Context: an optimization exercise on an open-source flow, tuned for small area and a short achievable clock period. The choices shown serve that exercise and are no tape-out recipe. At most, simulation tests tie the RTL to the original design; equivalence was not proved. For runs 1 to 4, only the layout was checked, not whether the RTL still works. Power figures rest on the tool's default switching activity, not on a simulated workload.

[flow/config.mk]
export PLATFORM = sky130hd
export DESIGN_NAME = main
export DESIGN_NICKNAME = main
export VERILOG_FILES = /design/flow/design.v
export SDC_FILE = /design/flow/constraint.sdc
export NUM_CORES = 4
export LEC_CHECK = 0
export CAP_MARGIN = 20
export CORE_MARGIN = 2
export CORE_UTILIZATION = 40
export SLEW_MARGIN = 20
[flow/constraint.sdc]
create_clock -name core_clock -period 15.0 [get_ports {clk}]
set_input_delay 3.0000 -clock core_clock [delete_from_list [all_inputs] [get_ports {clk}]]
set_output_delay 3.0000 -clock core_clock [all_outputs]
set_load 0.01 [all_outputs]
[flow/design.v]
module main(
    input clk,
    input [19:0] data,
    output reg [7:0] result_Ra,
    output reg [7:0] result_Rb,
    output reg [7:0] result_Rc,
    output reg [7:0] result_Rd,
    output reg [15:0] result_bFloat,
    output reg SF,
    output reg ZF
    );
    reg [15:0] result_mul;
    wire [3:0] op = data[19:16];
    wire [7:0] f1 = data[15:8];
    wire [7:0] f2 = data[7:0];
    wire d_a = f1 == 8'h01, d_b = f1 == 8'h02, d_c = f1 == 8'h04, d_d = f1 == 8'h08;
    wire s_ok = f2 == 8'h01 || f2 == 8'h02 || f2 == 8'h04 || f2 == 8'h08;
    wire d_ok = d_a | d_b | d_c | d_d;
    wire same = f1 == f2;
    wire op_save = op == 4'b0001 || op == 4'b0010;
    wire op_sum  = op == 4'b0011 || op == 4'b0100;
    wire op_sub  = op == 4'b0101 || op == 4'b0110;
    wire op_reg  = op == 4'b0010 || op == 4'b0100 || op == 4'b0110;
    wire op_shr  = op == 4'b1011;
    wire op_shl  = op == 4'b1100;
    wire op_mul  = op == 4'b0111 || op == 4'b1000;
    wire op_bf   = op == 4'b1101;
    wire [7:0] opa = ({8{f1[0]}} & result_Ra) | ({8{f1[1]}} & result_Rb) |
                     ({8{f1[2]}} & result_Rc) | ({8{f1[3]}} & result_Rd);
    wire [7:0] srcv = ({8{f2[0]}} & result_Ra) | ({8{f2[1]}} & result_Rb) |
                      ({8{f2[2]}} & result_Rc) | ({8{f2[3]}} & result_Rd);
    wire [7:0] opb = op[0] ? f2 : srcv;
    wire keep = op_reg & (~s_ok | (same & ~(op == 4'b0100 & d_a)));
    wire [7:0] addsub = opa + (opb ^ {8{op_sub}}) + {7'd0, op_sub};
    wire big = f2[7:3] != 5'd0;
    wire [7:0] shr = big ? 8'd0 : (opa >> f2[2:0]);
    wire [7:0] shl = big ? 8'd0 : (opa << f2[2:0]);
    reg [7:0] alu;
    always @* begin
        if (keep) alu = opa;
        else if (op_save) alu = opb;
        else if (op_shr) alu = shr;
        else if (op_shl) alu = shl;
        else alu = addsub;
    end
    wire alu_wr = (op_save | op_sum | op_sub | op_shr | op_shl) & d_ok;
    wire mul_ld = op_mul & d_ok & (~op[3] | (s_ok & ~same));
    wire [15:0] prod = opa * opb;
    wire pzero = mul_ld ? (opa == 8'd0 || opb == 8'd0) : (result_mul == 16'd0);
    wire ltA = f2 < 8'd10;
    wire ltB = f2 < 8'd100;
    reg [10:0] uA;                   
    always @* begin
        case (f2[3:0])
        4'd1: uA = 11'd204;
        4'd2: uA = 11'd409;
        4'd3: uA = 11'd614;
        4'd4: uA = 11'd819;
        4'd5: uA = 11'd1024;
        4'd6: uA = 11'd1228;
        4'd7: uA = 11'd1433;
        4'd8: uA = 11'd1638;
        4'd9: uA = 11'd1843;
        default: uA = 11'd0;
        endcase
    end
    wire [1:0] cB = f2[0] ? ((f2 > 8'd75) ? 2'd2 : (f2 > 8'd25) ? 2'd1 : 2'd0)
                          : ((f2 > 8'd50) ? 2'd2 : 2'd1);
    wire [10:0] uB = {f2[6:0], 4'd0} + {2'd0, f2[6:0], 2'd0} + {5'd0, f2[6:1]} - {9'd0, cB};
    wire t1 = f2 >= 8'd105, t2 = f2 >= 8'd125, t3 = f2 >= 8'd146, t4 = f2 >= 8'd167;
    wire t5 = f2 >= 8'd188, t6 = f2 >= 8'd209, t7 = f2 >= 8'd230, t8 = f2 >= 8'd250;
    wire [3:0] nC = {t8, t4 & ~t8, (t2 & ~t4) | (t6 & ~t8),
                     (t1 & ~t2) | (t3 & ~t4) | (t5 & ~t6) | (t7 & ~t8)};
    wire [10:0] uC = {2'd0, f2, 1'b0} + {7'd0, nC} + 11'd4;
    wire [10:0] u = ltA ? uA : ltB ? uB : uC;
    wire [6:0] bf_hi = u[10:4];      
    wire [1:0] zk = u[10] ? 2'd0 : u[9] ? 2'd1 : u[8] ? 2'd2 : 2'd3;
    wire [6:0] zm = u[10] ? u[9:3] : u[9] ? u[8:2] : u[8] ? u[7:1] : u[6:0];
    wire bs = f1[7];
    wire [7:0] mag = bs ? -f1 : f1;
    reg [2:0] e;
    always @* begin
        casez (mag)
        8'b1???????: e = 3'd7;
        8'b01??????: e = 3'd6;
        8'b001?????: e = 3'd5;
        8'b0001????: e = 3'd4;
        8'b00001???: e = 3'd3;
        8'b000001??: e = 3'd2;
        8'b0000001?: e = 3'd1;
        default:     e = 3'd0;
        endcase
    end
    wire [13:0] y = {mag[6:0], bf_hi};
    wire [13:0] ysh = y >> e;
    wire izero = f1 == 8'd0;
    wire bzero = izero & (f2 == 8'd0);
    wire [6:0] bman = bzero ? 7'd0 : izero ? zm : ysh[6:0];
    wire [7:0] bexp = bzero ? 8'd0 : izero ? (8'd126 - {6'd0, zk}) : (8'd127 + {5'd0, e});
    wire wa = op_mul | (alu_wr & d_a);
    wire wb = op_bf  | (alu_wr & d_b);
    wire wc = op_bf  | (alu_wr & d_c);
    wire wd = op_mul | (alu_wr & d_d);
    wire wf = op_mul | op_bf | alu_wr;
    wire [7:0] na0 = op_mul ? result_mul[7:0]  : alu;
    wire [7:0] nd0 = op_mul ? result_mul[15:8] : alu;
    wire sf0 = op_mul ? result_mul[15] : op_bf ? bs : alu[7];
    wire zf0 = op_mul ? pzero : op_bf ? bzero : (alu == 8'd0);
    always @(posedge clk) begin
        if (mul_ld) result_mul <= prod;
        if (wa) result_Ra <= mul_ld ? prod[7:0] : na0;
        if (wd) result_Rd <= mul_ld ? prod[15:8] : nd0;
        if (wb) result_Rb <= op_bf ? {bs, bman} : alu;
        if (wc) result_Rc <= op_bf ? bexp : alu;
        if (wf) begin
            SF <= mul_ld ? prod[15] : sf0;
            ZF <= zf0;
        end
        if (op_bf) result_bFloat <= {bs, bexp, bman};
    end
endmodule
[flow/flow/run.sh]
#!/bin/bash
set -euo pipefail
bash standard.sh ADDER_MAP_FILE= finish > standard_flow.log 2>&1
[flow/standard.sh]
#!/bin/bash
# synth_recipe.tcl (not shown) runs the flow's synth.tcl, then flattens the netlist and writes it again
# the make line also repeats each setting of config.mk as NAME=value (left out here)
make -C /OpenROAD-flow-scripts/flow DESIGN_CONFIG=/design/flow/config.mk WORK_HOME=/design/flow/orfs CLKGATE_MAP_FILE= SYNTH_SCRIPT=/design/flow/synth_recipe.tcl "${@:-finish}"
==> results_tabular.tex, run 1 <==
\begin{tabular}{lr}
\hline
Metric & Value \\
\hline
\multicolumn{2}{l}{\textbf{Status}} \\
Outcome & finished clean \\
\multicolumn{2}{l}{\textbf{Clocking}} \\
Buffer depth of the longest clock path & 2 \\
Num Clock Sinks & 64 \\
Count of buffers added by post-CTS timing repair for setup & 0 \\
Post\_cts resized & 0 \\
Clock insertion delay at the later pin of the skew report & roughly 0.33 ns \\
Root buffer cell & clkbuf\_16 \\
Worst-path clk slew & roughly 0.06 ns \\
Number of levels the H-tree was split into & 3 \\
Number of clock buffers inserted by TritonCTS & 9 \\
Number of hold buffers added after cts & 0 \\
TritonCTS clock tree & yes \\
\multicolumn{2}{l}{\textbf{Detailed routing}} \\
Routed len/inst & $\sim$20 um \\
Total wirelength of the detailed-routed design & approximately 34000 um \\
Drt initial violations & 1329 \\
Pre-antenna DRT Iters & 6 \\
ANT nets after route & 0 \\
Number of vias after detailed routing & between 10000 and 15000 \\
Drt drc & 0 \\
Number of vias per cell after detailed routing & 6.07 \\
\multicolumn{2}{l}{\textbf{Logic synthesis}} \\
Yosys Warn Count & 1 \\
Post-Synthesis Cells & 1353 \\
Async set-reset flop share out of synthesis & 0\% \\
Top-count cell post-synth & nand2\_1 \\
Yosys cell types & 89 \\
Largest area contributor in the synthesized netlist & edfxtp\_1 \\
Flip-flop cell with the highest count after synthesis & edfxtp\_1 \\
Synth Area per Inst & 7.12 sq um \\
Largest cells by area after synthesis & edfxtp\_1, xnor2\_1, nand2\_1 \\
Number of nets in the synthesized netlist & 1374 \\
Count of flip-flops with a built-in enable after synthesis & 64 \\
Sequential cell area fraction in the yosys report & 20.0\% \\
Top post-synthesis cells by count & nand2\_1, nor2\_1, xnor2\_1, a21oi\_1, o21ai\_0 \\
Total of flip-flops plus latches after synthesis & 64 \\
Area fraction of the dominant cell type after synthesis & 20.0\% \\
Summed instance area of the synthesized netlist & $\sim$0.0096 sq mm \\
\multicolumn{2}{l}{\textbf{GRT}} \\
Maximum number of pins on one net before global-route repair & 70 \\
GRT Total Usage & 25.7\% \\
Global-route wire length before repair & roughly 52000 um \\
GRT Residual Overflow & 0 \\
Number of global-route vias before repair & 9143 \\
Antenna violations before repair & 1 \\
\multicolumn{2}{l}{\textbf{Setup path}} \\
Crit path from & data[16] \\
Cell count of the worst reg-to-reg path & 15 \\
Category of the worst setup path capture point & flip-flop \\
Slowest stage delay, CP & between 1 and 1.5 ns \\
Required time of the worst setup path & 15.09 ns \\
Cells along the critical path & clkdlybuf4s50\_1, a21oi\_1, a21oi\_2, nand2\_1, xor3\_1, xor2\_2, xnor2\_2, xnor3\_2, xnor2\_2, xnor2\_2, nor3b\_1, or4\_4, a31o\_2, a21oi\_4, a211oi\_1, o21ba\_1 \\
Reg-to-reg critical path startpoint & result\_Rd[4] \\
Worst setup path endpoint & result\_Rd[5] \\
Data arrival time of the critical path & 8.34 ns \\
Crit Path Max Fanout & 29 \\
Endpoint of the lowest-slack register-to-register path & result\_Rd[5] \\
Most prevalent standard cell on the critical path & xnor2\_2 \\
Type of the worst setup path & input port to flip-flop \\
Register-to-register setup slack & between 10 and 15 ns \\
Slowest cell on the critical path & clkdlybuf4s50\_1 \\
Nature of the critical path startpoint & input port \\
\multicolumn{2}{l}{\textbf{Final layout}} \\
Multi-input gate area & $\sim$0.0071 sq mm \\
Register area & 0.00192 sq mm \\
\# nets final & 1370 \\
Number of standard cells in the layout, taps in and fillers out & about 1700 \\
FILL cells & 2410 \\
Area growth from synthesis to layout & 11.2\% \\
Final core utilization & 45.5\% \\
Fraction of layout instances using a drive strength above 1 & 6.79\% \\
\multicolumn{2}{l}{\textbf{Placement}} \\
Final weighted congestion in routability-driven placement & 0.936 \\
Detailed placer's ending HPWL & 25000 um \\
Number of cells in the design after placement & approximately 1700 \\
Number of I/O port buffers & 70 \\
\multicolumn{2}{l}{\textbf{STA}} \\
Number of max-slew violations in the final report & 0 \\
Transition time of the tightest slew-check pin & 1.04 ns \\
Max-slew headroom at the worst pin & $\sim$30\% \\
Hold Vio Cnt, Final & 0 \\
Final critical-path required period & 8.25 ns \\
Final worst path period share & 55.0\% \\
Setup repair after global routing missed its margin & false \\
Final setup violation count & 0 \\
Setup TNS & 0 ns \\
Layout Skew & approximately 0.0056 ns \\
Final hold slack & 0.646 ns \\
Highest clock rate & between 100 and 150 MHz \\
\multicolumn{2}{l}{\textbf{Floorplanning}} \\
Number of primary I/O pins & 71 \\
Effective utilization at floorplan & roughly two fifths \\
Die extent in x & between 150 and 200 um \\
DIE HEIGHT & 159 um \\
Die Outline Area & about 0.025 sq mm \\
Core box area & 0.0235 sq mm \\
Row cnt & 56 \\
\multicolumn{2}{l}{\textbf{Power and ir drop}} \\
VDD IR-drop max & 195 uV \\
PwrDens & 134 mW/mm\^{}2 \\
Leakage power & between 3 and 4 nW \\
Total power draw & between 1 and 1.5 mW \\
\multicolumn{2}{l}{\textbf{Job}} \\
Max-cap check violation count & 0 \\
\multicolumn{2}{l}{\textbf{Hold path}} \\
Min-delay worst type & flip-flop to flip-flop \\
\hline
\end{tabular}
[metrics by stage]
step           setup WS [ns]  area, sq um
3_3_place_gp            6.58        10400
5_1_grt                 6.39        10700
4_1_cts                 6.78        10700
3_5_place_dp            6.44        10400
2_1_floorplan           8.13         9630
6_report                6.75        10700
[worst max-delay path: cells and delay by family]
kind / cells / cell delay (ns)
AND/OR/NAND/NOR: 3 / 0.85
XOR/XNOR: 6 / 1.79
AO/OA/AOI/OAI: 6 / 1.54
buffers and inverters: 1 / 1.13
[flip-flops by register name, indices dropped and copies added, names as in the netlist]
signal and cells:
result_mul 16, result_bFloat 14, result_Ra 8, result_Rb 8
result_Rc 8, result_Rd 8, SF 1, ZF 1
[power by group]
part           switching [mW]  internal (mW)
Sequential            0.00700          0.242
Combinational           0.598          0.386
Clock                  0.0758          0.128
[routing by layer]
layer / routed length, um / GRT usage (%) / vias to the layer above / share of wire [%]
met1: 14000 / 34.1 / 4718 / 42
met2: 15300 / 41.1 / 498 / 46
met4: 1240 / 10.4 / 0 / 3.7
met3: 3050 / 4.95 / 68 / 9.1
li1: - / - / 4882 / -
met5: 0 / 0 / - / 0
[cells in the final DEF, fill, tap and decap left out, drive strengths merged, types with 26 or more instances in the layout]
cell,Yosys,final
nor3,26,26
mux2i,32,32
o21ai,102,102
inv,34,34
edfxtp,64,64
a22oi,26,26
a21oi,97,97
nand2,202,202
clkdlybuf4s50,0,67
xor2,35,35
nor2,169,169
maj3,31,31
xnor2,103,103
[kinds of logic after synthesis]
family                     count (synthesis)  share of synthesized area (%)
adders and majority gates                 31                           3.30
muxes                                     37                           3.91
buffers and inverters                    139                           6.08
AOI/OAI and AO/OA                        414                           28.4
DFF                                       64                           20.0
xor gates and xnor gates                 142                           14.1
and+or+nand+nor                          526                           24.3
[area by class of cell]
type                            count  area share (%)
Inverter                           34            1.19
Tap cell                          319            3.73
Sequential cell                    64            17.9
Timing Repair Buffer               90            7.81
Clock inverter                      6           0.561
Antenna cell                        1          0.0234
Clock buffer                       10            2.14
Multi-Input combinational cell   1150            66.6
[how the worst min path moves through the flow]
stage,startpoint,endpoint,slack (ns),cells after the start
6_report,result_mul[6],result_Ra[6],0.65,2
5_1_grt,result_mul[6],result_Ra[6],0.69,2
4_1_cts,result_mul[6],result_Ra[6],0.64,2
3_5_place_dp,result_mul[6],result_Ra[6],0.63,2
3_3_place_gp,result_mul[0],result_Ra[0],0.62,2
2_1_floorplan,result_mul[6],result_Ra[6],0.57,2
==> run 2: changes to the inputs <==
==> flow/flow/run.sh (replaced) <==
#!/bin/bash
set -euo pipefail
bash standard.sh ADDER_MAP_FILE= "BUFFER_PORTS_ARGS=-buffer_cell sky130_fd_sc_hd__buf_1" finish > standard_flow.log 2>&1
==> results_tabular.tex, run 2 <==
\begin{tabular}{lr}
\hline
Metric & Value \\
\hline
\multicolumn{2}{l}{\textbf{Final layout}} \\
Register containing the most flip-flops in the final layout & result\_mul (unchanged) \\
Number of standard cells in the layout, taps in and fillers out & 1680 (was 1674) \\
Flip-flop count of the largest register after layout & 16 (unchanged) \\
FILL cells & 2485 (was 2410) \\
Fraction of layout instances using a drive strength above 1 & 7.22\% (was 6.79\%) \\
Area growth from synthesis to layout & 7.72\% (was 11.2\%) \\
\# nets final & 1374 (was 1370) \\
Registers with the highest flip-flop counts & result\_mul: 16 flops, result\_bFloat: 14 flops (unchanged) \\
Most common cell after layout, fill and taps aside & nand2\_1 (unchanged) \\
Commonest cells after routing, fill and taps aside & nand2\_1, nor2\_1, xnor2\_1, a21oi\_1, o21ai\_0 (unchanged) \\
\multicolumn{2}{l}{\textbf{Floorplanning}} \\
Core box area & 0.0235 sq mm (unchanged) \\
Number of primary I/O pins & 71 (unchanged) \\
Die Outline Area & 0.0253 sq mm (unchanged) \\
Effective utilization at floorplan & 40.9\% (unchanged) \\
Row cnt & 56 (unchanged) \\
DIE HEIGHT & 159 um (unchanged) \\
Die extent in x & 159 um (unchanged) \\
\multicolumn{2}{l}{\textbf{Detailed routing}} \\
Number of vias per cell after detailed routing & 6.16 (was 6.07) \\
Met1 wire length & 14200 um (was 14000 um) \\
Drt initial violations & 1351 (was 1329) \\
Pre-antenna DRT Iters & 9 (was 6) \\
Routed len/inst & 20.0 um (was 20.1 um) \\
Met2 routed WL & 15100 um (was 15300 um) \\
Number of vias after detailed routing & 10400 (was 10200) \\
Drt drc & 0 (unchanged) \\
Total wirelength of the detailed-routed design & 33600 um (about the same) \\
Sum of met3 wire segment lengths after detailed routing & 2780 um (was 3050 um) \\
Top metal layer carrying routed signals & met4 (unchanged) \\
ANT nets after route & 0 (unchanged) \\
\multicolumn{2}{l}{\textbf{STA}} \\
Final setup slack of the worst path & 7.10 ns (was 6.75 ns) \\
Transition time of the tightest slew-check pin & 1.02 ns (was 1.04 ns) \\
Final setup violation count & 0 (unchanged) \\
Max-slew headroom at the worst pin & 32.1\% (was 30.3\%) \\
Layout Skew & 0.00654 ns (was 0.00564 ns) \\
Final worst path period share & 52.7\% (was 55.0\%) \\
Setup TNS & 0 ns (unchanged) \\
Highest clock rate & 127 MHz (was 121 MHz) \\
Hold Vio Cnt, Final & 0 (unchanged) \\
Number of max-slew violations in the final report & 0 (unchanged) \\
Setup repair after global routing missed its margin & false (unchanged) \\
Final critical-path required period & 7.90 ns (was 8.25 ns) \\
\multicolumn{2}{l}{\textbf{Logic synthesis}} \\
Adder and majority gate portion of the synthesized area & 3.30\% (unchanged) \\
Largest area contributor in the synthesized netlist & edfxtp\_1 (unchanged) \\
Area fraction in compound gates after synthesis & 28.4\% (unchanged) \\
Area fraction in and, or, nand and nor cells after synthesis & 24.3\% (unchanged) \\
Top post-synthesis cells by count & nand2\_1, nor2\_1, xnor2\_1, a21oi\_1, o21ai\_0 (unchanged) \\
Summed instance area of the synthesized netlist & 0.00963 sq mm (unchanged) \\
Top-count cell post-synth & nand2\_1 (unchanged) \\
Post-Synthesis Cells & 1353 (unchanged) \\
Total of flip-flops plus latches after synthesis & 64 (unchanged) \\
Dominant combinational cell family by area after synthesis & compound AO/OA/AOI/OAI gates (unchanged) \\
Async set-reset flop share out of synthesis & 0\% (unchanged) \\
Largest cells by area after synthesis & edfxtp\_1, xnor2\_1, nand2\_1 (unchanged) \\
Yosys Warn Count & 1 (unchanged) \\
Area fraction of the dominant cell type after synthesis & 20.0\% (unchanged) \\
Count of flip-flops with a built-in enable after synthesis & 64 (unchanged) \\
Number of nets in the synthesized netlist & 1374 (unchanged) \\
Flip-flop cell with the highest count after synthesis & edfxtp\_1 (unchanged) \\
Multiplexer share of the synthesized area & 3.91\% (unchanged) \\
Yosys cell types & 89 (unchanged) \\
XOR/XNOR share of the synthesized area & 14.1\% (unchanged) \\
Sequential cell area fraction in the yosys report & 20.0\% (unchanged) \\
Synth Area per Inst & 7.12 sq um (unchanged) \\
\multicolumn{2}{l}{\textbf{GRT}} \\
GRT Total Usage & 25.7\% (about the same) \\
GRT Residual Overflow & 0 (unchanged) \\
Number of global-route vias before repair & 9343 (was 9143) \\
Antenna violations before repair & 3 (was 1) \\
Global-route wire length before repair & 52500 um (was 52100 um) \\
Maximum number of pins on one net before global-route repair & 69 (was 70) \\
\multicolumn{2}{l}{\textbf{Setup path}} \\
Cells along the critical path & clkbuf\_2, buf\_4, a22oi\_1, a31oi\_2, nand2\_1, maj3\_2, xor2\_2, xnor2\_2, xnor3\_2, xnor2\_2, xnor2\_2, nor3b\_1, or4\_4, a31o\_2, a21oi\_4, a211oi\_1, o21ba\_1 (was clkdlybuf4s50\_1, a21oi\_1, a21oi\_2, nand2\_1, xor3\_1, xor2\_2, xnor2\_2, xnor3\_2, xnor2\_2, xnor2\_2, nor3b\_1, or4\_4, a31o\_2, a21oi\_4, a211oi\_1, o21ba\_1) \\
Required time of the worst setup path & 15.08 ns (was 15.09 ns) \\
Cell count of the worst reg-to-reg path & 15 (unchanged) \\
Type of the worst setup path & input port to flip-flop (unchanged) \\
Most prevalent standard cell on the critical path & xnor2\_2 (unchanged) \\
Critical path buffer and inverter count & 2 (was 1) \\
Delay-heaviest family, CP & compound AO/OA/AOI/OAI gates (was XOR/XNOR gates) \\
Slowest stage delay, CP & 0.61 ns (was 1.13 ns) \\
Reg-to-reg critical path startpoint & result\_Rd[7] (was result\_Rd[4]) \\
Crit Path Max Fanout & 67 (was 29) \\
Nature of the critical path startpoint & input port (unchanged) \\
Endpoint of the lowest-slack register-to-register path & result\_Rd[5] (unchanged) \\
Slowest cell on the critical path & a31oi\_2 (was clkdlybuf4s50\_1) \\
Register-to-register setup slack & 10.01 ns (was 10.08 ns) \\
Category of the worst setup path capture point & flip-flop (unchanged) \\
Data arrival time of the critical path & 7.99 ns (was 8.34 ns) \\
\multicolumn{2}{l}{\textbf{Placement}} \\
Number of cells in the design after placement & 1661 (was 1657) \\
Detailed placer's ending HPWL & 24600 um (was 25000 um) \\
Final weighted congestion in routability-driven placement & 0.954 (was 0.936) \\
Post-Place Worst Slack & 6.57 ns (was 6.44 ns) \\
Number of I/O port buffers & 70 (unchanged) \\
\multicolumn{2}{l}{\textbf{Clocking}} \\
Buffer depth of the longest clock path & 2 (unchanged) \\
Count of buffers added by post-CTS timing repair for setup & 0 (unchanged) \\
Clock insertion delay at the later pin of the skew report & 0.33 ns (about the same) \\
Post\_cts resized & 0 (unchanged) \\
Number of hold buffers added after cts & 0 (unchanged) \\
Number of levels the H-tree was split into & 3 (unchanged) \\
Worst-path clk slew & 0.06 ns (about the same) \\
Num Clock Sinks & 64 (unchanged) \\
Root buffer cell & clkbuf\_16 (unchanged) \\
TritonCTS clock tree & yes (unchanged) \\
Number of clock buffers inserted by TritonCTS & 9 (unchanged) \\
\multicolumn{2}{l}{\textbf{Job}} \\
Max-cap check violation count & 0 (unchanged) \\
\multicolumn{2}{l}{\textbf{Hold path}} \\
Min-Delay Endpoint & result\_Ra[0] (was result\_Ra[6]) \\
Hold depth & 2 (unchanged) \\
Worst min-delay path startpoint & result\_mul[0] (was result\_mul[6]) \\
Min-delay worst type & flip-flop to flip-flop (unchanged) \\
\multicolumn{2}{l}{\textbf{Status}} \\
Outcome & finished clean (unchanged) \\
\multicolumn{2}{l}{\textbf{Power and ir drop}} \\
VDD IR-drop max & 186 uV (was 195 uV) \\
PwrDens & 139 mW/mm\^{}2 (was 134 mW/mm\^{}2) \\
Leakage power & 3.74 nW (was 3.89 nW) \\
\hline
\end{tabular}
==> run 2: layout make-up <==
cell class	instances	area, sq um	area share [%]
timing repair buffer	94	448	4.32
multi-input combinational	1150	7150	68.9
sequential	64	1920	18.5
inverter	34	128	1.23
tap	319	399	3.85
clock buffer	9	225	2.17
clock inverter	7	96.3	0.929
antenna	3	7.51	0.0724
==> run 2: worst register-to-register path: cells and delay by family, from the launching register on <==
family          cells  cell delay [ns]
simple gates        3             0.90
compound gates      6             1.57
fa+ha+maj           1             0.42
xor+xnor            5             1.38
flops               1             0.50
==> run 2: layer usage <==
metal,up-vias,track usage (%)
met4,0,11.8
li1,4901,-
met2,508,40.8
met3,103,5.29
met5,-,0
met1,4840,33.5
==> run 2: how the worst max path moves through the flow <==
stage / from / end / slack (ns) / depth (start not counted)
2_1_floorplan: data[10] / result_Rd[5] / 8.13 / 16
3_3_place_gp: data[2] / result_Rd[5] / 6.65 / 17
3_5_place_dp: data[2] / result_Rd[5] / 6.57 / 17
4_1_cts: data[2] / result_Rd[5] / 6.90 / 17
5_1_grt: data[2] / result_Rd[6] / 6.74 / 17
6_report: data[2] / result_Rd[5] / 7.10 / 17
==> run 2: stage by stage <==
stage          cell area (sq um)  total power, mW  utilization (%)  hold slack [ns]
4_1_cts                    10300             1.44             44.0            0.649
2_1_floorplan               9630             1.00                -            0.575
6_report                   10400             1.44             44.1            0.656
3_3_place_gp               10000             1.20             42.6            0.632
5_1_grt                    10400             1.56             44.1            0.690
3_5_place_dp               10000             1.21             42.6            0.637
==> run 2: cell families (layout without fill, tap and decap cells) <==
family                   after synthesis  count (layout)
multiplexers                          37              37
AO/OA/AOI/OAI                        414             414
XOR/XNOR                             142             142
other                                  0               3
adder cells (fa/ha/maj)               31              31
buffers and inverters                139             144
flip-flops                            64              64
AND/OR/NAND/NOR                      526             526
==> run 2: power by group <==
part	internal, mW	switching, mW	leakage, nW
Clock	0.145	0.0765	0.149
Sequential	0.242	0.00671	0.582
Combinational	0.377	0.597	3.01
==> run 3: changes to the inputs <==
==> flow/flow/run.sh (replaced) <==
#!/bin/bash
set -euo pipefail
bash standard.sh ADDER_MAP_FILE= "BUFFER_PORTS_ARGS=-buffer_cell sky130_fd_sc_hd__buf_1" SETUP_SLACK_MARGIN=7.5 finish > standard_flow.log 2>&1
==> results_tabular.tex, run 3 <==
\begin{tabular}{lr}
\hline
Metric & Value \\
\hline
\multicolumn{2}{l}{\textbf{Power and ir drop}} \\
Total power draw & 1.46 mW (was 1.44 mW) \\
Leakage power & 3.82 nW (was 3.74 nW) \\
VDD IR-drop max & 189 uV (was 186 uV) \\
PwrDens & 138 mW/mm\^{}2 (was 139 mW/mm\^{}2) \\
\multicolumn{2}{l}{\textbf{Logic synthesis}} \\
Largest cells by area after synthesis & edfxtp\_1, xnor2\_1, nand2\_1 (unchanged) \\
Yosys Warn Count & 1 (unchanged) \\
Sequential cell area fraction in the yosys report & 20.0\% (unchanged) \\
Total of flip-flops plus latches after synthesis & 64 (unchanged) \\
Count of flip-flops with a built-in enable after synthesis & 64 (unchanged) \\
Number of nets in the synthesized netlist & 1374 (unchanged) \\
Async set-reset flop share out of synthesis & 0\% (unchanged) \\
Flip-flop cell with the highest count after synthesis & edfxtp\_1 (unchanged) \\
Synth Area per Inst & 7.12 sq um (unchanged) \\
Summed instance area of the synthesized netlist & 0.00963 sq mm (unchanged) \\
Top post-synthesis cells by count & nand2\_1, nor2\_1, xnor2\_1, a21oi\_1, o21ai\_0 (unchanged) \\
Top-count cell post-synth & nand2\_1 (unchanged) \\
Yosys cell types & 89 (unchanged) \\
Post-Synthesis Cells & 1353 (unchanged) \\
Largest area contributor in the synthesized netlist & edfxtp\_1 (unchanged) \\
Area fraction of the dominant cell type after synthesis & 20.0\% (unchanged) \\
\multicolumn{2}{l}{\textbf{STA}} \\
Final worst path period share & 48.7\% (was 52.7\%) \\
Max-slew headroom at the worst pin & 31.0\% (was 32.1\%) \\
Hold Vio Cnt, Final & 0 (unchanged) \\
Final hold slack & 0.662 ns (was 0.656 ns) \\
Final critical-path required period & 7.31 ns (was 7.90 ns) \\
Number of max-slew violations in the final report & 0 (unchanged) \\
Transition time of the tightest slew-check pin & 1.04 ns (was 1.02 ns) \\
Highest clock rate & 137 MHz (was 127 MHz) \\
Final setup slack of the worst path & 7.69 ns (was 7.10 ns) \\
Setup repair after global routing missed its margin & false (unchanged) \\
Final setup violation count & 0 (unchanged) \\
Setup TNS & 0 ns (unchanged) \\
Layout Skew & 0.00594 ns (was 0.00654 ns) \\
\multicolumn{2}{l}{\textbf{Final layout}} \\
Multi-input gate area & 0.00723 sq mm (was 0.00715 sq mm) \\
Number of standard cells in the layout, taps in and fillers out & 1690 (was 1680) \\
Commonest cells after routing, fill and taps aside & nand2\_1, nor2\_1, xnor2\_1, a21oi\_1, o21ai\_0 (unchanged) \\
Register containing the most flip-flops in the final layout & result\_mul (unchanged) \\
Area growth from synthesis to layout & 10.1\% (was 7.72\%) \\
\# nets final & 1384 (was 1374) \\
FILL cells & 2458 (was 2485) \\
Flip-flop count of the largest register after layout & 16 (unchanged) \\
Most common cell after layout, fill and taps aside & nand2\_1 (unchanged) \\
Fraction of layout instances using a drive strength above 1 & 9.06\% (was 7.22\%) \\
Registers with the highest flip-flop counts & result\_mul: 16 flops, result\_bFloat: 14 flops (unchanged) \\
Register area & 0.00192 sq mm (unchanged) \\
\multicolumn{2}{l}{\textbf{Floorplanning}} \\
Number of primary I/O pins & 71 (unchanged) \\
Row cnt & 56 (unchanged) \\
DIE HEIGHT & 159 um (unchanged) \\
Core box area & 0.0235 sq mm (unchanged) \\
Die extent in x & 159 um (unchanged) \\
Effective utilization at floorplan & 40.9\% (unchanged) \\
Die Outline Area & 0.0253 sq mm (unchanged) \\
\multicolumn{2}{l}{\textbf{Clocking}} \\
Num Clock Sinks & 64 (unchanged) \\
Buffer depth of the longest clock path & 2 (unchanged) \\
Root buffer cell & clkbuf\_16 (unchanged) \\
Clock insertion delay at the later pin of the skew report & 0.33 ns (about the same) \\
TritonCTS clock tree & yes (unchanged) \\
Worst-path clk slew & 0.06 ns (about the same) \\
Number of clock buffers inserted by TritonCTS & 9 (unchanged) \\
Number of levels the H-tree was split into & 3 (unchanged) \\
Number of hold buffers added after cts & 0 (unchanged) \\
\multicolumn{2}{l}{\textbf{Setup path}} \\
Category of the worst setup path capture point & flip-flop (unchanged) \\
Register-to-register setup slack & 10.18 ns (was 10.01 ns) \\
Data arrival time of the critical path & 7.39 ns (was 7.99 ns) \\
Cell count of the worst reg-to-reg path & 15 (unchanged) \\
Reg-to-reg critical path startpoint & result\_Rc[5] (was result\_Rd[7]) \\
Crit path from & data[10] (was data[2]) \\
Required time of the worst setup path & 15.08 ns (about the same) \\
Endpoint of the lowest-slack register-to-register path & result\_Rd[5] (unchanged) \\
Worst setup path endpoint & result\_Rd[5] (unchanged) \\
Type of the worst setup path & input port to flip-flop (unchanged) \\
Nature of the critical path startpoint & input port (unchanged) \\
Crit Path Max Fanout & 28 (was 67) \\
\multicolumn{2}{l}{\textbf{Detailed routing}} \\
Drt drc & 0 (unchanged) \\
Number of vias per cell after detailed routing & 6.18 (was 6.16) \\
ANT nets after route & 0 (unchanged) \\
Pre-antenna DRT Iters & 7 (was 9) \\
Number of vias after detailed routing & 10400 (about the same) \\
Drt initial violations & 1312 (was 1351) \\
Total wirelength of the detailed-routed design & 34100 um (was 33600 um) \\
Routed len/inst & 20.2 um (was 20.0 um) \\
\multicolumn{2}{l}{\textbf{Job}} \\
Max-cap check violation count & 0 (unchanged) \\
\multicolumn{2}{l}{\textbf{Placement}} \\
Number of cells in the design after placement & 1661 (unchanged) \\
Post-Place Worst Slack & 6.57 ns (unchanged) \\
Detailed placer's ending HPWL & 24600 um (unchanged) \\
Number of I/O port buffers & 70 (unchanged) \\
Final weighted congestion in routability-driven placement & 0.954 (unchanged) \\
\multicolumn{2}{l}{\textbf{GRT}} \\
GRT Residual Overflow & 0 (unchanged) \\
Number of global-route vias before repair & 9363 (was 9343) \\
GRT Total Usage & 25.7\% (about the same) \\
Global-route wire length before repair & 52500 um (about the same) \\
Maximum number of pins on one net before global-route repair & 69 (unchanged) \\
Antenna violations before repair & 3 (unchanged) \\
\multicolumn{2}{l}{\textbf{Hold path}} \\
Min-delay worst type & flip-flop to flip-flop (unchanged) \\
\multicolumn{2}{l}{\textbf{Status}} \\
Outcome & finished clean (unchanged) \\
\hline
\end{tabular}
==> run 3: cell counts after synthesis <==
Identical to the previous run, type by type.
==> run 3: routing by layer <==
metal	routed length [um]	vias up	part of all wire [%]	GRT usage (%)
met5	0	-	0	0
li1	-	4922	-	-
met3	3130	117	9.2	5.47
met2	15200	556	45	40.6
met4	1700	0	5.0	12.2
met1	14000	4853	41	33.4
==> run 3: how the worst min path moves through the flow <==
stage	from	end	slack, ns	cells past startpoint
after global routing	result_mul[0]	result_Ra[0]	0.69	2
after global placement	result_mul[7]	result_Ra[7]	0.63	2
final	result_mul[0]	result_Ra[0]	0.66	2
after CTS	result_mul[0]	result_Ra[0]	0.65	2
after floorplan	result_mul[6]	result_Ra[6]	0.57	2
after detailed placement	result_mul[0]	result_Ra[0]	0.64	2
==> run 3: layout make-up <==
type	count	share of cell area (%)
multi-input cells	1150	68.2
repair inverters	1	0.0472
clock buffers	9	2.12
flip-flops and latches	64	18.1
diodes	3	0.0708
repair buffers	103	5.54
well taps	319	3.77
clock inverters	7	0.909
inverters	34	1.24
==> run 3: cell families after synthesis <==
kind of cell	count (synthesis)	share of synthesized area, %
simple gates	526	24.3
fa+ha+maj	31	3.30
xor+xnor	142	14.1
mux	37	3.91
flops	64	20.0
compound gates	414	28.4
buf+inv	139	6.08
==> run 3: critical path: stages <==
cell and delay [ns]:
buf_1 0.07, buf_4 0.23, a22oi_1 0.36, and2_1 0.46
nor2_1 0.15, xnor2_1 0.18, xnor2_1 0.31, o2bb2ai_1 0.31
xnor3_2 0.47, xnor2_2 0.17, xnor2_2 0.26, nor3b_1 0.09
or4_4 0.54, a31o_2 0.29, a21oi_4 0.20, a211oi_1 0.12
o21ba_1 0.19
==> run 3: power breakdown <==
group | internal [mW] | leakage, nW | switching (mW)
registers | 0.242 | 0.582 | 0.00697
clock network | 0.145 | 0.149 | 0.0760
logic | 0.386 | 3.09 | 0.605
total | 0.773 | 3.82 | 0.688
==> run 3: repair_timing <==
item,in CTS,in global routing
pin swaps,0,5
setup buffers,0,8
setup endpoints to repair,23,29
gates cloned,0,2
resized for setup,8,28
==> run 3: metrics by stage <==
stage / cell area (sq um) / utilization [%]
global placement: 10000 / 42.6
CTS: 10400 / 44.2
floorplan: 9630 / -
finish: 10600 / 45.0
global route: 10600 / 45.0
detailed placement: 10000 / 42.6
==> run 4: changes to the inputs <==
==> flow/flow/run.sh (replaced) <==
#!/bin/bash
set -euo pipefail
bash standard.sh ADDER_MAP_FILE= "BUFFER_PORTS_ARGS=-buffer_cell sky130_fd_sc_hd__buf_1" CORE_UTILIZATION=65 PLACE_DENSITY=0.8 finish > standard_flow.log 2>&1
==> results_tabular.tex, run 4 <==
\begin{tabular}{lr}
\hline
Metric & Value \\
\hline
\multicolumn{2}{l}{\textbf{Detailed routing}} \\
Total wirelength of the detailed-routed design & 32000 um (was 34100 um) \\
Drt drc & 0 (unchanged) \\
Drt initial violations & 1613 (was 1312) \\
Pre-antenna DRT Iters & 6 (was 7) \\
ANT nets after route & 0 (unchanged) \\
Number of vias after detailed routing & 10500 (was 10400) \\
Number of vias per cell after detailed routing & 6.81 (was 6.18) \\
Routed len/inst & 20.8 um (was 20.2 um) \\
\multicolumn{2}{l}{\textbf{GRT}} \\
Antenna violations before repair & 1 (was 3) \\
GRT Total Usage & 38.9\% (was 25.7\%) \\
Global-route wire length before repair & 50100 um (was 52500 um) \\
Maximum number of pins on one net before global-route repair & 70 (was 69) \\
Number of global-route vias before repair & 9486 (was 9363) \\
GRT Residual Overflow & 0 (unchanged) \\
\multicolumn{2}{l}{\textbf{Power and ir drop}} \\
PwrDens & 142 mW/mm\^{}2 (was 138 mW/mm\^{}2) \\
Leakage power & 3.72 nW (was 3.82 nW) \\
Total power draw & 1.45 mW (was 1.46 mW) \\
VDD IR-drop max & 238 uV (was 189 uV) \\
\multicolumn{2}{l}{\textbf{Final layout}} \\
Ant diodes & 0 (was 3) \\
Final non-filler cell area & 0.0102 sq mm (was 0.0106 sq mm) \\
Flip-flop count of the largest register after layout & 16 (unchanged) \\
Most common cell after layout, fill and taps aside & nand2\_1 (unchanged) \\
Area growth from synthesis to layout & 5.63\% (was 10.1\%) \\
\# nets final & 1368 (was 1384) \\
Register containing the most flip-flops in the final layout & result\_mul (unchanged) \\
Commonest cells after routing, fill and taps aside & nand2\_1, nor2\_1, xnor2\_1, a21oi\_1, o21ai\_0 (unchanged) \\
Fraction of layout instances using a drive strength above 1 & 6.80\% (was 9.06\%) \\
Registers with the highest flip-flop counts & result\_mul: 16 flops, result\_bFloat: 14 flops (unchanged) \\
Final core utilization & 70.2\% (was 45.0\%) \\
\multicolumn{2}{l}{\textbf{Logic synthesis}} \\
Yosys Warn Count & 1 (unchanged) \\
Async set-reset flop share out of synthesis & 0\% (unchanged) \\
Summed instance area of the synthesized netlist & 0.00963 sq mm (unchanged) \\
Yosys cell types & 89 (unchanged) \\
Top-count cell post-synth & nand2\_1 (unchanged) \\
Flip-flop cell with the highest count after synthesis & edfxtp\_1 (unchanged) \\
Total of flip-flops plus latches after synthesis & 64 (unchanged) \\
Number of nets in the synthesized netlist & 1374 (unchanged) \\
Largest area contributor in the synthesized netlist & edfxtp\_1 (unchanged) \\
Top post-synthesis cells by count & nand2\_1, nor2\_1, xnor2\_1, a21oi\_1, o21ai\_0 (unchanged) \\
Largest cells by area after synthesis & edfxtp\_1, xnor2\_1, nand2\_1 (unchanged) \\
Sequential cell area fraction in the yosys report & 20.0\% (unchanged) \\
Count of flip-flops with a built-in enable after synthesis & 64 (unchanged) \\
Area fraction of the dominant cell type after synthesis & 20.0\% (unchanged) \\
Post-Synthesis Cells & 1353 (unchanged) \\
Synth Area per Inst & 7.12 sq um (unchanged) \\
\multicolumn{2}{l}{\textbf{Clocking}} \\
Count of buffers added by post-CTS timing repair for setup & 0 (unchanged) \\
Num Clock Sinks & 64 (unchanged) \\
Number of levels the H-tree was split into & 3 (unchanged) \\
Number of hold buffers added after cts & 0 (unchanged) \\
Post\_cts resized & 0 (was 8) \\
TritonCTS clock tree & yes (unchanged) \\
Number of clock buffers inserted by TritonCTS & 9 (unchanged) \\
Clock insertion delay at the later pin of the skew report & 0.34 ns (was 0.33 ns) \\
Buffer depth of the longest clock path & 2 (unchanged) \\
Worst-path clk slew & 0.06 ns (about the same) \\
Root buffer cell & clkbuf\_16 (unchanged) \\
\multicolumn{2}{l}{\textbf{STA}} \\
Hold Vio Cnt, Final & 0 (unchanged) \\
Transition time of the tightest slew-check pin & 1.12 ns (was 1.04 ns) \\
Final hold slack & 0.626 ns (was 0.662 ns) \\
Layout Skew & 0.00715 ns (was 0.00594 ns) \\
Setup repair after global routing missed its margin & false (unchanged) \\
Number of max-slew violations in the final report & 0 (unchanged) \\
Final setup violation count & 0 (unchanged) \\
Final worst path period share & 53.1\% (was 48.7\%) \\
Max-slew headroom at the worst pin & 25.0\% (was 31.0\%) \\
Final critical-path required period & 7.97 ns (was 7.31 ns) \\
Highest clock rate & 125 MHz (was 137 MHz) \\
Setup TNS & 0 ns (unchanged) \\
\multicolumn{2}{l}{\textbf{Placement}} \\
Number of I/O port buffers & 70 (unchanged) \\
Detailed placer's ending HPWL & 22900 um (was 24600 um) \\
Placed standard-cell area & 0.00981 sq mm (was 0.0100 sq mm) \\
Final weighted congestion in routability-driven placement & 1.03 (was 0.954) \\
\multicolumn{2}{l}{\textbf{Setup path}} \\
Data arrival time of the critical path & 8.09 ns (was 7.39 ns) \\
Nature of the critical path startpoint & input port (unchanged) \\
Slowest cell on the critical path & o221ai\_1 (was or4\_4) \\
Required time of the worst setup path & 15.12 ns (was 15.08 ns) \\
Slowest stage delay, CP & 0.83 ns (was 0.54 ns) \\
Category of the worst setup path capture point & flip-flop (unchanged) \\
Type of the worst setup path & input port to flip-flop (unchanged) \\
Crit Path Max Fanout & 42 (was 28) \\
Cells along the critical path & clkbuf\_2, nand2b\_1, o221ai\_1, nand2\_1, xor2\_1, xnor2\_1, xnor2\_2, xor2\_1, xor2\_1, maj3\_4, a21oi\_1, or4\_4, o211ai\_2, a21oi\_1, o31a\_1, o31ai\_1 (was buf\_1, buf\_4, a22oi\_1, and2\_1, nor2\_1, xnor2\_1, xnor2\_1, o2bb2ai\_1, xnor3\_2, xnor2\_2, xnor2\_2, nor3b\_1, or4\_4, a31o\_2, a21oi\_4, a211oi\_1, o21ba\_1) \\
Most prevalent standard cell on the critical path & xor2\_1 \\
\multicolumn{2}{l}{\textbf{Status}} \\
Outcome & finished clean (unchanged) \\
\multicolumn{2}{l}{\textbf{Floorplanning}} \\
DIE HEIGHT & 126 um (was 159 um) \\
Die extent in x & 126 um (was 159 um) \\
Die Outline Area & 0.0158 sq mm (was 0.0253 sq mm) \\
Effective utilization at floorplan & 66.5\% (was 40.9\%) \\
Core box area & 0.0145 sq mm (was 0.0235 sq mm) \\
Number of primary I/O pins & 71 (unchanged) \\
Row cnt & 44 (was 56) \\
\multicolumn{2}{l}{\textbf{Hold path}} \\
Min-delay worst type & flip-flop to flip-flop (unchanged) \\
\multicolumn{2}{l}{\textbf{Job}} \\
Max-cap check violation count & 0 (unchanged) \\
\hline
\end{tabular}
run 4: cell counts after synthesis:
No cell type changed its count.
run 4: cell families (layout without fill, tap and decap cells):
kind of cell	Yosys count	count (layout)	synth area share [%]
flops	64	64	20.0
simple gates	526	526	24.3
buf+inv	139	138	6.08
mux	37	37	3.91
xor+xnor	142	142	14.1
fa+ha+maj	31	31	3.30
compound gates	414	414	28.4
run 4: worst paths after layout:
check	start	endpoint	slack [ns]	cells after the start
worst max-delay path	data[3]	result_Rd[6]	7.03	16
worst max register to register	result_Ra[5]	result_Rd[6]	9.95	15
worst min register to register	result_mul[0]	result_Ra[0]	0.63	2
worst min-delay path	result_mul[0]	result_Ra[0]	0.63	2
run 4: metrics by stage:
step | setup slack, ns | instances
global route | 6.65 | 1536
detailed placement | 6.86 | 1519
global placement | 6.93 | 1519
floorplan | 8.13 | 1353
CTS | 7.14 | 1535
finish | 7.03 | 1536
run 4: final cells by class:
type                            count  area (sq um)
Clock buffer                        9           225
Tap cell                          184           230
Clock inverter                      7           103
Sequential cell                    64          1920
Timing Repair Buffer               88           423
Inverter                           34           128
Fill cell                        1250          4310
Multi-Input combinational cell   1150          7140
run 4: per-layer routing:
metal,track usage (%),part of all wire [%],up-vias
met4,20.4,6.3,2
met5,0,0.038,-
met3,6.24,8.8,148
met2,62.0,45,644
met1,51.0,39,4781
li1,-,-,4888
run 4: power by group:
part / internal [mW] / total [mW] / switching [mW]
logic: 0.376 / 0.963 / 0.587
registers: 0.242 / 0.249 / 0.00672
clock network: 0.147 / 0.234 / 0.0863
total: 0.766 / 1.45 / 0.680
run 4: worst max-delay path, delay by kind of cell:
family / cells / cell delay [ns]
adder cells (fa/ha/maj): 1 / 0.23
XOR/XNOR: 5 / 1.28
AND/OR/NAND/NOR: 3 / 1.09
buffers and inverters: 1 / 0.65
AO/OA/AOI/OAI: 6 / 1.82
==> run 5: changes to the inputs <==
--- a/flow/design.v
+++ b/flow/design.v
@@ -45,7 +45,102 @@
     end
     wire alu_wr = (op_save | op_sum | op_sub | op_shr | op_shl) & d_ok;
     wire mul_ld = op_mul & d_ok & (~op[3] | (s_ok & ~same));
-    wire [15:0] prod = opa * opb;
+    wire [15:0] mul_s, mul_c;
+    wire [7:0] pp0 = opa & {8{opb[0]}};
+    wire [7:0] pp1 = opa & {8{opb[1]}};
+    wire [7:0] pp2 = opa & {8{opb[2]}};
+    wire [7:0] pp3 = opa & {8{opb[3]}};
+    wire [7:0] pp4 = opa & {8{opb[4]}};
+    wire [7:0] pp5 = opa & {8{opb[5]}};
+    wire [7:0] pp6 = opa & {8{opb[6]}};
+    wire [7:0] pp7 = opa & {8{opb[7]}};
+    wire mt1 = pp0[6] ^ pp1[5];
+    wire mt2 = pp0[6] & pp1[5];
+    wire mt3 = pp0[7] ^ pp1[6] ^ pp2[5];
+    wire mt4 = (pp0[7] & pp1[6]) | (pp2[5] & (pp0[7] ^ pp1[6]));
+    wire mt5 = pp3[4] ^ pp4[3];
+    wire mt6 = pp3[4] & pp4[3];
+    wire mt7 = pp1[7] ^ pp2[6] ^ pp3[5];
+    wire mt8 = (pp1[7] & pp2[6]) | (pp3[5] & (pp1[7] ^ pp2[6]));
+    wire mt9 = pp4[4] ^ pp5[3];
+    wire mt10 = pp4[4] & pp5[3];
+    wire mt11 = pp2[7] ^ pp3[6] ^ pp4[5];
+    wire mt12 = (pp2[7] & pp3[6]) | (pp4[5] & (pp2[7] ^ pp3[6]));
+    wire mt13 = pp0[4] ^ pp1[3];
+    wire mt14 = pp0[4] & pp1[3];
+    wire mt15 = pp0[5] ^ pp1[4] ^ pp2[3];
+    wire mt16 = (pp0[5] & pp1[4]) | (pp2[3] & (pp0[5] ^ pp1[4]));
+    wire mt17 = pp3[2] ^ pp4[1];
+    wire mt18 = pp3[2] & pp4[1];
+    wire mt19 = pp2[4] ^ pp3[3] ^ pp4[2];
+    wire mt20 = (pp2[4] & pp3[3]) | (pp4[2] & (pp2[4] ^ pp3[3]));
+    wire mt21 = pp5[1] ^ pp6[0] ^ mt1;
+    wire mt22 = (pp5[1] & pp6[0]) | (mt1 & (pp5[1] ^ pp6[0]));
+    wire mt23 = pp5[2] ^ pp6[1] ^ pp7[0];
+    wire mt24 = (pp5[2] & pp6[1]) | (pp7[0] & (pp5[2] ^ pp6[1]));
+    wire mt25 = mt3 ^ mt5 ^ mt2;
+    wire mt26 = (mt3 & mt5) | (mt2 & (mt3 ^ mt5));
+    wire mt27 = pp6[2] ^ pp7[1] ^ mt7;
+    wire mt28 = (pp6[2] & pp7[1]) | (mt7 & (pp6[2] ^ pp7[1]));
+    wire mt29 = mt9 ^ mt4 ^ mt6;
+    wire mt30 = (mt9 & mt4) | (mt6 & (mt9 ^ mt4));
+    wire mt31 = pp5[4] ^ pp6[3] ^ pp7[2];
+    wire mt32 = (pp5[4] & pp6[3]) | (pp7[2] & (pp5[4] ^ pp6[3]));
+    wire mt33 = mt11 ^ mt8 ^ mt10;
+    wire mt34 = (mt11 & mt8) | (mt10 & (mt11 ^ mt8));
+    wire mt35 = pp3[7] ^ pp4[6] ^ pp5[5];
+    wire mt36 = (pp3[7] & pp4[6]) | (pp5[5] & (pp3[7] ^ pp4[6]));
+    wire mt37 = pp6[4] ^ pp7[3] ^ mt12;
+    wire mt38 = (pp6[4] & pp7[3]) | (mt12 & (pp6[4] ^ pp7[3]));
+    wire mt39 = pp4[7] ^ pp5[6] ^ pp6[5];
+    wire mt40 = (pp4[7] & pp5[6]) | (pp6[5] & (pp4[7] ^ pp5[6]));
+    wire mt41 = pp0[3] ^ pp1[2];
+    wire mt42 = pp0[3] & pp1[2];
+    wire mt43 = pp2[2] ^ pp3[1] ^ pp4[0];
+    wire mt44 = (pp2[2] & pp3[1]) | (pp4[0] & (pp2[2] ^ pp3[1]));
+    wire mt45 = pp5[0] ^ mt15 ^ mt17;
+    wire mt46 = (pp5[0] & mt15) | (mt17 & (pp5[0] ^ mt15));
+    wire mt47 = mt19 ^ mt21 ^ mt16;
+    wire mt48 = (mt19 & mt21) | (mt16 & (mt19 ^ mt21));
+    wire mt49 = mt23 ^ mt25 ^ mt20;
+    wire mt50 = (mt23 & mt25) | (mt20 & (mt23 ^ mt25));
+    wire mt51 = mt27 ^ mt29 ^ mt24;
+    wire mt52 = (mt27 & mt29) | (mt24 & (mt27 ^ mt29));
+    wire mt53 = mt31 ^ mt33 ^ mt28;
+    wire mt54 = (mt31 & mt33) | (mt28 & (mt31 ^ mt33));
+    wire mt55 = mt35 ^ mt37 ^ mt32;
+    wire mt56 = (mt35 & mt37) | (mt32 & (mt35 ^ mt37));
+    wire mt57 = pp7[4] ^ mt39 ^ mt36;
+    wire mt58 = (pp7[4] & mt39) | (mt36 & (pp7[4] ^ mt39));
+    wire mt59 = pp5[7] ^ pp6[6] ^ pp7[5];
+    wire mt60 = (pp5[7] & pp6[6]) | (pp7[5] & (pp5[7] ^ pp6[6]));
+    wire mt61 = pp0[2] ^ pp1[1];
+    wire mt62 = pp0[2] & pp1[1];
+    wire mt63 = pp2[1] ^ pp3[0] ^ mt41;
+    wire mt64 = (pp2[1] & pp3[0]) | (mt41 & (pp2[1] ^ pp3[0]));
+    wire mt65 = mt13 ^ mt43 ^ mt42;
+    wire mt66 = (mt13 & mt43) | (mt42 & (mt13 ^ mt43));
+    wire mt67 = mt14 ^ mt45 ^ mt44;
+    wire mt68 = (mt14 & mt45) | (mt44 & (mt14 ^ mt45));
+    wire mt69 = mt18 ^ mt47 ^ mt46;
+    wire mt70 = (mt18 & mt47) | (mt46 & (mt18 ^ mt47));
+    wire mt71 = mt22 ^ mt49 ^ mt48;
+    wire mt72 = (mt22 & mt49) | (mt48 & (mt22 ^ mt49));
+    wire mt73 = mt26 ^ mt51 ^ mt50;
+    wire mt74 = (mt26 & mt51) | (mt50 & (mt26 ^ mt51));
+    wire mt75 = mt30 ^ mt53 ^ mt52;
+    wire mt76 = (mt30 & mt53) | (mt52 & (mt30 ^ mt53));
+    wire mt77 = mt34 ^ mt55 ^ mt54;
+    wire mt78 = (mt34 & mt55) | (mt54 & (mt34 ^ mt55));
+    wire mt79 = mt38 ^ mt57 ^ mt56;
+    wire mt80 = (mt38 & mt57) | (mt56 & (mt38 ^ mt57));
+    wire mt81 = mt40 ^ mt59 ^ mt58;
+    wire mt82 = (mt40 & mt59) | (mt58 & (mt40 ^ mt59));
+    wire mt83 = pp6[7] ^ pp7[6] ^ mt60;
+    wire mt84 = (pp6[7] & pp7[6]) | (mt60 & (pp6[7] ^ pp7[6]));
+    assign mul_s = {1'b0, pp7[7], mt83, mt81, mt79, mt77, mt75, mt73, mt71, mt69, mt67, mt65, mt63, pp2[0], pp0[1], pp0[0]};
+    assign mul_c = {1'b0, mt84, mt82, mt80, mt78, mt76, mt74, mt72, mt70, mt68, mt66, mt64, mt62, mt61, pp1[0], 1'b0};
+    wire [15:0] prod = mul_s + mul_c;
     wire pzero = mul_ld ? (opa == 8'd0 || opb == 8'd0) : (result_mul == 16'd0);
     wire ltA = f2 < 8'd10;
     wire ltB = f2 < 8'd100;
==> flow/flow/run.sh (replaced) <==
#!/bin/bash
# Own layout flow: the standard ORFS flow (standard.sh) with these changes:
#  - synthesis leaves the adders to ABC instead of extracting full/half adder cells,
#    and ABC runs its area script (ABC_AREA=1), which here also gives the shorter paths;
#  - the port buffers are buf_1 cells instead of the slow clkdlybuf4s50_1 (the resizer
#    then sizes them as it does any cell).
set -euo pipefail
bash standard.sh ADDER_MAP_FILE= ABC_AREA=1 SETUP_SLACK_MARGIN=8.7 \
  "BUFFER_PORTS_ARGS=-buffer_cell sky130_fd_sc_hd__buf_1" finish > standard_flow.log 2>&1
==> results_tabular.tex, run 5 <==
\begin{tabular}{lr}
\hline
Metric & Value \\
\hline
\multicolumn{2}{l}{\textbf{Detailed routing}} \\
Sum of met3 wire segment lengths after detailed routing & 1550 um (was 2820 um) \\
Met2 routed WL & 15400 um (was 14500 um) \\
Pre-antenna DRT Iters & 6 (unchanged) \\
Drt initial violations & 961 (was 1613) \\
Number of vias after detailed routing & 10600 (was 10500) \\
Drt drc & 0 (unchanged) \\
Routed len/inst & 16.4 um (was 20.8 um) \\
Number of vias per cell after detailed routing & 5.36 (was 6.81) \\
Total wirelength of the detailed-routed design & 32400 um (was 32000 um) \\
ANT nets after route & 0 (unchanged) \\
Met1 wire length & 14600 um (was 12600 um) \\
Top metal layer carrying routed signals & met4 (was met5) \\
\multicolumn{2}{l}{\textbf{GRT}} \\
Number of global-route vias before repair & 9717 (was 9486) \\
GRT Residual Overflow & 0 (unchanged) \\
GRT Total Usage & 26.3\% (was 38.9\%) \\
Global-route wire length before repair & 51500 um (was 50100 um) \\
Maximum number of pins on one net before global-route repair & 30 (was 70) \\
Antenna violations before repair & 0 (was 1) \\
\multicolumn{2}{l}{\textbf{Logic synthesis}} \\
Post-Synthesis Cells & 1600 (was 1353) \\
Top-count cell post-synth & nand2\_1 (unchanged) \\
Area fraction of the dominant cell type after synthesis & 22.9\% (was 20.0\%) \\
Yosys Warn Count & 1 (unchanged) \\
Total of flip-flops plus latches after synthesis & 64 (unchanged) \\
Flip-flop cell with the highest count after synthesis & edfxtp\_1 (unchanged) \\
Yosys cell types & 55 (was 89) \\
Summed instance area of the synthesized netlist & 0.00932 sq mm (was 0.00963 sq mm) \\
Sequential cell area fraction in the yosys report & 20.6\% (was 20.0\%) \\
Dominant combinational cell family by area after synthesis & simple AND/OR/NAND/NOR gates (was compound AO/OA/AOI/OAI gates) \\
Top post-synthesis cells by count & nand2\_1, inv\_1, nand3\_1, nor2\_1, o21ai\_0 (was nand2\_1, nor2\_1, xnor2\_1, a21oi\_1, o21ai\_0) \\
Synth Area per Inst & 5.83 sq um (was 7.12 sq um) \\
Area fraction in compound gates after synthesis & 14.5\% (was 28.4\%) \\
Largest cells by area after synthesis & nand2\_1, edfxtp\_1, nand3\_1 (was edfxtp\_1, xnor2\_1, nand2\_1) \\
Adder and majority gate portion of the synthesized area & 0\% (was 3.30\%) \\
Number of nets in the synthesized netlist & 1621 (was 1374) \\
XOR/XNOR share of the synthesized area & 4.03\% (was 14.1\%) \\
Area fraction in and, or, nand and nor cells after synthesis & 49.2\% (was 24.3\%) \\
Async set-reset flop share out of synthesis & 0\% (unchanged) \\
Largest area contributor in the synthesized netlist & nand2\_1 (was edfxtp\_1) \\
Count of flip-flops with a built-in enable after synthesis & 64 (unchanged) \\
Multiplexer share of the synthesized area & 0.322\% (was 3.91\%) \\
\multicolumn{2}{l}{\textbf{Setup path}} \\
Delay-heaviest family, CP & simple AND/OR/NAND/NOR gates (was compound AO/OA/AOI/OAI gates) \\
Category of the worst setup path capture point & flip-flop (unchanged) \\
Nature of the critical path startpoint & input port (unchanged) \\
Reg-to-reg critical path startpoint & result\_Rd[3] (was result\_Ra[5]) \\
Crit path from & data[1] (was data[3]) \\
Slowest cell on the critical path & inv\_1 (was o221ai\_1) \\
Slowest stage delay, CP & 0.25 ns (was 0.83 ns) \\
Type of the worst setup path & input port to flip-flop (unchanged) \\
Crit Path Max Fanout & 21 (was 42) \\
Data arrival time of the critical path & 6.10 ns (was 8.09 ns) \\
Critical path buffer and inverter count & 7 (was 1) \\
Required time of the worst setup path & 15.09 ns (was 15.12 ns) \\
Most prevalent standard cell on the critical path & nand2\_1 (was xor2\_1) \\
\multicolumn{2}{l}{\textbf{Power and ir drop}} \\
Total power draw & 1.12 mW (was 1.45 mW) \\
VDD IR-drop max & 133 uV (was 238 uV) \\
Leakage power & 5.10 nW (was 3.72 nW) \\
PwrDens & 108 mW/mm\^{}2 (was 142 mW/mm\^{}2) \\
\multicolumn{2}{l}{\textbf{Final layout}} \\
Registers with the highest flip-flop counts & result\_mul: 16 flops, result\_bFloat: 14 flops (unchanged) \\
Final core utilization & 45.5\% (was 70.2\%) \\
\# nets final & 1683 (was 1368) \\
Fraction of layout instances using a drive strength above 1 & 13.0\% (was 6.80\%) \\
Ant diodes & 0 (unchanged) \\
Register containing the most flip-flops in the final layout & result\_mul (unchanged) \\
Area growth from synthesis to layout & 11.1\% (was 5.63\%) \\
Commonest cells after routing, fill and taps aside & nand2\_1, inv\_1, nand3\_1, nor2\_1, o21ai\_0 (was nand2\_1, nor2\_1, xnor2\_1, a21oi\_1, o21ai\_0) \\
FILL cells & 2525 (was 1250) \\
Most common cell after layout, fill and taps aside & nand2\_1 (unchanged) \\
Flip-flop count of the largest register after layout & 16 (unchanged) \\
\multicolumn{2}{l}{\textbf{Placement}} \\
Number of I/O port buffers & 70 (unchanged) \\
Detailed placer's ending HPWL & 25800 um (was 22900 um) \\
Post-Place Worst Slack & 8.05 ns (was 6.86 ns) \\
Final weighted congestion in routability-driven placement & 0.965 (was 1.03) \\
\multicolumn{2}{l}{\textbf{Floorplanning}} \\
Row cnt & 55 (was 44) \\
Die extent in x & 157 um (was 126 um) \\
Number of primary I/O pins & 71 (unchanged) \\
Die Outline Area & 0.0245 sq mm (was 0.0158 sq mm) \\
Effective utilization at floorplan & 40.9\% (was 66.5\%) \\
Core box area & 0.0228 sq mm (was 0.0145 sq mm) \\
DIE HEIGHT & 157 um (was 126 um) \\
\multicolumn{2}{l}{\textbf{Clocking}} \\
Number of levels the H-tree was split into & 3 (unchanged) \\
Num Clock Sinks & 64 (unchanged) \\
TritonCTS clock tree & yes (unchanged) \\
Clock insertion delay at the later pin of the skew report & 0.33 ns (was 0.34 ns) \\
Number of clock buffers inserted by TritonCTS & 9 (unchanged) \\
Root buffer cell & clkbuf\_16 (unchanged) \\
Number of hold buffers added after cts & 0 (unchanged) \\
Worst-path clk slew & 0.05 ns (was 0.06 ns) \\
Buffer depth of the longest clock path & 2 (unchanged) \\
\multicolumn{2}{l}{\textbf{Hold path}} \\
Min-delay worst type & flip-flop to flip-flop (unchanged) \\
Worst min-delay path startpoint & result\_mul[10] (was result\_mul[0]) \\
\multicolumn{2}{l}{\textbf{STA}} \\
Layout Skew & 0.00507 ns (was 0.00715 ns) \\
Final worst path period share & 40.1\% (was 53.1\%) \\
Hold Vio Cnt, Final & 0 (unchanged) \\
Max-slew headroom at the worst pin & 45.9\% (was 25.0\%) \\
Final critical-path required period & 6.01 ns (was 7.97 ns) \\
Setup repair after global routing missed its margin & false (unchanged) \\
Final setup violation count & 0 (unchanged) \\
Setup TNS & 0 ns (unchanged) \\
Number of max-slew violations in the final report & 0 (unchanged) \\
Transition time of the tightest slew-check pin & 0.805 ns (was 1.12 ns) \\
Final setup slack of the worst path & 8.99 ns (was 7.03 ns) \\
Highest clock rate & 166 MHz (was 125 MHz) \\
\multicolumn{2}{l}{\textbf{Status}} \\
Outcome & finished clean (unchanged) \\
\multicolumn{2}{l}{\textbf{Job}} \\
Max-cap check violation count & 0 (unchanged) \\
\hline
\end{tabular}
==> run 5: changes by cell type in the layout (fill, tap and decap cells not counted), sizes merged, moves of 16 or more <==
cell | before | now
xnor2 | 103 | 17
inv | 35 | 203
nand2b | 16 | 0
a211oi | 24 | 3
nand4 | 6 | 33
mux2i | 32 | 3
a22oi | 26 | 4
o221ai | 18 | 1
and2 | 20 | 3
nand3 | 24 | 171
nor2 | 169 | 150
maj3 | 31 | 0
a21oi | 97 | 66
nand2 | 202 | 608
==> run 5: cell families after synthesis <==
group                     Yosys count
muxes                               3
xor gates and xnor gates           42
buffers and inverters             249
AOI/OAI and AO/OA                 231
and+or+nand+nor                  1011
DFF                                64
==> run 5: final timing paths <==
| check | endpoint | slack (ns) | cells past startpoint |
|---|---|---|---|
| setup / recovery | result_Rb[4] | 8.99 | 26 |
| hold / removal | result_Rd[2] | 0.66 | 2 |
| setup reg to reg | result_Rd[5] | 11.46 | 24 |
| hold reg to reg | result_Rd[2] | 0.66 | 2 |
==> run 5: metal layers <==
metal / vias to the layer above / global-route usage (%)
met3: 67 / 2.44
li1: 5371 / -
met5: - / 0
met1: 4867 / 35.5
met2: 316 / 45.0
met4: 0 / 7.43
==> run 5: tightest hold or removal path, stage by stage, from the launching register on <==
cell      delay, ns
edfxtp_1       0.35
a21boi_0       0.10
o21ai_1        0.10
==> run 5: timing repair <==
action	4_1_cts	5_1_grt
pin swaps	0	4
gates resized for setup	11	50
setup buffers	4	8
endpoints found under the setup margin	31	48
gates cloned	0	1
==> run 5: final cells by class <==
cell class	count	area [sq um]	share of cell area (%)
Timing Repair Buffer	92	507	4.89
Clock buffer	10	229	2.21
Clock inverter	6	60.1	0.580
Tap cell	313	392	3.78
Multi-Input combinational cell	1287	6440	62.2
Sequential cell	64	1920	18.6
Inverter	208	803	7.76
==> run 5: stage by stage <==
step / hold slack (ns) / area, sq um / std cells
after global placement: 0.658 / 9770 / 1951
after detailed placement: 0.651 / 9770 / 1951
after global routing: 0.722 / 10400 / 1980
final: 0.657 / 10400 / 1980
after CTS: 0.662 / 10100 / 1971
after floorplan: 0.586 / 9320 / 1600
==> run 5: power breakdown <==
part	total, mW	switching (mW)	internal, mW
sequential	0.230	0.00545	0.225
combinational	0.688	0.472	0.215
clock	0.204	0.0760	0.128
total	1.12	0.554	0.568

-- port drivers added, routing unchanged --
No port has a modelled driver above. Below, the same layouts with a new extraction and two added sets of constraints. Step 1 assumes that a clkbuf_16 drives the clock port and a buf_2 every other input. Step 2 moves the port delays by t, midway between the first and last clock arrival at a register: inputs arrive t later, outputs are due t later. That takes back most of the time a late clock gives input paths. a / b / c = ideal ports / drivers / drivers and shift; a / b = the first two.
run | shift t [ns] | setup slack, ns | worst register clock-pin slew, ns
run 1 | 0.368 | 6.747 / 6.729 / 6.360 | 0.06 / 0.06
run 2 | 0.362 | 7.097 / 7.110 / 6.747 | 0.06 / 0.06
run 3 | 0.362 | 7.694 / 7.712 / 7.350 | 0.06 / 0.06
run 4 | 0.370 | 7.028 / 7.013 / 6.643 | 0.06 / 0.06
run 5 | 0.367 | 8.989 / 8.963 / 8.596 | 0.05 / 0.05
After both steps every run listed still meets setup and hold. The setup slack of run 5, which loses most, moves by -0.026 ns with the drivers and by -0.393 ns with both steps.
